This is an optimization exercise on Yosys and OpenROAD, whose aim is small area, a short achievable clock period and few clock cycles per item, not a production implementation. In this exercise RTL edits were held to simulation tests only and were not proved equivalent to the original. Power figures rest on the tool's default switching activity, not on a simulated workload.

alpha:
==> flow/design.v (excerpt) <==
module SNN(
	input clk,
	input rst_n,
	input in_valid,
	input [7:0] img,
	input [7:0] ker,
	input [7:0] weight,
	output reg out_valid,
	output reg [9:0] out_data
);
Size: roughly 2800 cells after synthesis, ~38 I/O pins, roughly 0.034 sq mm of cells after synthesis.
==> flow/config.mk <==
export PLATFORM = sky130hd
export DESIGN_NAME = SNN
export DESIGN_NICKNAME = SNN
export VERILOG_FILES = /design/flow/design.v
export SDC_FILE = /design/flow/constraint.sdc
export NUM_CORES = 4
export LEC_CHECK = 0
export CAP_MARGIN = 20
export CORE_MARGIN = 2
export CORE_UTILIZATION = 55
export SLEW_MARGIN = 20
export SYNTH_HIERARCHICAL = 1
==> flow/constraint.sdc <==
create_clock -name core_clock -period 15.0 [get_ports {clk}]
set_input_delay 3.0000 -clock core_clock [delete_from_list [all_inputs] [get_ports {clk}]]
set_output_delay 3.0000 -clock core_clock [all_outputs]
set_load 0.01 [all_outputs]
standard.sh (not shown) runs the stock make flow with config.mk's settings and CLKGATE_MAP_FILE= SYNTH_SCRIPT=/design/flow/synth_recipe.tcl, a recipe that flattens the netlist after the stock synthesis.
==> flow/flow/run.sh <==
#!/bin/bash
set -euo pipefail
export BUFFER_PORTS_ARGS="-buffer_cell sky130_fd_sc_hd__buf_4"
export SETUP_SLACK_MARGIN=11
bash standard.sh > standard_flow.log 2>&1
Testbench counts of alpha, summed over its fixed seeds: cycles 25,920, items 320.
The inputs of beta differ from those of alpha as listed below.
==> flow/flow/run.sh <==
#!/bin/bash
set -euo pipefail
export BUFFER_PORTS_ARGS="-buffer_cell sky130_fd_sc_hd__buf_4"
export SETUP_SLACK_MARGIN=10.6
bash standard.sh > standard_flow.log 2>&1
## What came out
- Post-route worst hold slack ended up 0.0066 ns lower on beta than on alpha.
- Summary of beta over alpha: buffer and inverter count on the worst path moved down; global-route track usage on met2 has decreased.
- When the final numbers for beta and alpha were put side by side, the clock share of power turned out to be smaller in alpha.
- Number of cells on the worst reg-to-reg path in beta vs alpha: down 2
- Changes observed in beta relative to alpha: data required time of the critical path shows an increase of 0.03 ns; post-layout instance count excluding filler cells decreased 59; arrival time of data at the critical path endpoint picked up an extra 0.15 ns.
- beta vs. alpha: sequential share of layout area now sits higher, total power decreased 6.1%, initial antenna violation count lost 1.

Setup of sierra:
SNN, a different RTL version from the one above (not shown whole).
Size in the first run: roughly 2900 cells after synthesis, roughly 480 flip-flops, about 38 I/O pins, about 36000 µm² of cells after synthesis.
clock: 15.0 ns
lec_check: 0
cap_margin: 20
core_margin: 2
core_utilization: 55
slew_margin: 20
synth_hierarchical: 1
==> flow/flow/run.sh <==
#!/bin/bash
set -euo pipefail
export BUFFER_PORTS_ARGS="-buffer_cell sky130_fd_sc_hd__buf_4"
export SETUP_SLACK_MARGIN=11
bash standard.sh > standard_flow.log 2>&1
Testbench counts of sierra, summed over its fixed seeds: cycles 25,920, items 320.
Inputs modified between sierra and garnet:
--- a/flow/flow/run.sh
+++ b/flow/flow/run.sh
@@ -4 +3,0 @@
-export SETUP_SLACK_MARGIN=11
==> results.txt <==
[garnet] met3 usage in global routing rose 1.2 points relative to sierra. Delta(aggregate routed wire length, garnet - sierra) < 0. | share of power burned in the clock network | garnet vs sierra | 1.4 points higher |. Sort sierra and garnet by delay of the slowest cell on the worst path desc -> top: sierra. Worst setup slack: garnet vs sierra down 230 ps.
Setup changes, garnet to willow
--- a/flow/flow/run.sh
+++ b/flow/flow/run.sh
@@ -3,0 +4 @@
+export SETUP_SLACK_MARGIN=10.6
## What came out
garnet → willow: final worst slack picked up an extra 80 ps, total power divided by cell area lost 0.32%, sequential share of power neither gained nor lost much, post-layout minimum cycle time lost 80 ps. | sequential share of layout area | garnet vs willow | ≈ equal |.
[inputs] nickel vs willow
# willow
export LEC_CHECK = 0
export CAP_MARGIN = 20
export CORE_MARGIN = 2
export CORE_UTILIZATION = 55
export SLEW_MARGIN = 20
export SYNTH_HIERARCHICAL = 1
create_clock -name core_clock -period 15.0 [get_ports {clk}]
# nickel
export LEC_CHECK = 0
export CAP_MARGIN = 20
export CORE_MARGIN = 2
export CORE_UTILIZATION = 70
export SLEW_MARGIN = 20
export SYNTH_HIERARCHICAL = 1
create_clock -name core_clock -period 15.0 [get_ports {clk}]
--- a/flow/flow/run.sh
+++ b/flow/flow/run.sh
@@ -4 +3,0 @@
-export SETUP_SLACK_MARGIN=10.6
## What came out
Multi-input logic portion of the cell area | nickel above willow
Of willow and nickel, the lower cell leakage power belongs to nickel.
nickel ends up with a timing-limited maximum frequency that is 6.4% lower than in willow.
Global routing met3 resource utilization is lower on willow
For number of buffers inserted by post-CTS setup repair, willow and nickel come out practically identical.
Comparing willow and nickel, the lower combined buffer and inverter count along the critical path was measured on willow.
[inputs] ember vs nickel
# nickel
export LEC_CHECK = 0
export CAP_MARGIN = 20
export CORE_MARGIN = 2
export CORE_UTILIZATION = 70
export SLEW_MARGIN = 20
export SYNTH_HIERARCHICAL = 1
create_clock -name core_clock -period 15.0 [get_ports {clk}]
# ember
export LEC_CHECK = 0
export CAP_MARGIN = 20
export CORE_MARGIN = 2
export CORE_UTILIZATION = 55
export SLEW_MARGIN = 20
export SYNTH_HIERARCHICAL = 1
create_clock -name core_clock -period 15.0 [get_ports {clk}]
==> flow/run.sh (new file) <==
#!/bin/bash
# synth_recipe.tcl (not shown) runs the flow's synth.tcl, then flattens the netlist and writes it again
# the make line also repeats each setting of config.mk as NAME=value (left out here)
make -C /OpenROAD-flow-scripts/flow DESIGN_CONFIG=/design/flow/config.mk WORK_HOME=/design/flow/orfs CLKGATE_MAP_FILE= SYNTH_SCRIPT=/design/flow/synth_recipe.tcl finish
removed: flow/flow/run.sh
removed: flow/standard.sh
Findings:
- ember against nickel: clock power share now larger; worst slew margin relative to its limit went up by 4.0 points; switching share of total power went down by 0.20 points; via count shrank by 2.1%.
- Diff nickel -> ember | register-to-register slack | increase of 100 ps
- Relative to nickel, the sequential share of layout area of ember is lower by 0.36 points.

[afterwards: timing with drivers on the ports]
The results above use ideal ports. As a check the final layouts listed here were re-extracted and re-timed, cells and wires unchanged.
Step 1 assumes that a clkbuf_16 drives the clock port and a buf_2 every other input.
Step 2 adds t to the input delays and takes it off the output delays; t is the mean of the earliest and latest rising clock arrival at the registers after step 1. Input paths then give back, and output paths get back, about the clock's delay inside the block.
Three values: ideal, step 1, step 2; two values: the first two.
run	t, ns	setup slack, ns	slew at the worst register clock pin (ns)	worst data-port slew with drivers (ns)
alpha	0.685	10.794 / 10.794 / 10.794	0.07 / 0.07	0.09
beta	0.677	10.678 / 10.678 / 10.678	0.07 / 0.07	0.05
sierra	0.669	10.835 / 10.835 / 10.835	0.07 / 0.07	0.07
garnet	0.669	10.609 / 10.609 / 10.609	0.06 / 0.06	0.06
willow	0.669	10.689 / 10.689 / 10.689	0.06 / 0.06	0.06
nickel	0.661	10.394 / 10.394 / 10.394	0.07 / 0.07	0.06
ember	0.659	10.495 / 10.440 / 10.495	0.07 / 0.07	0.06
After both steps setup and hold are still met in every run listed.
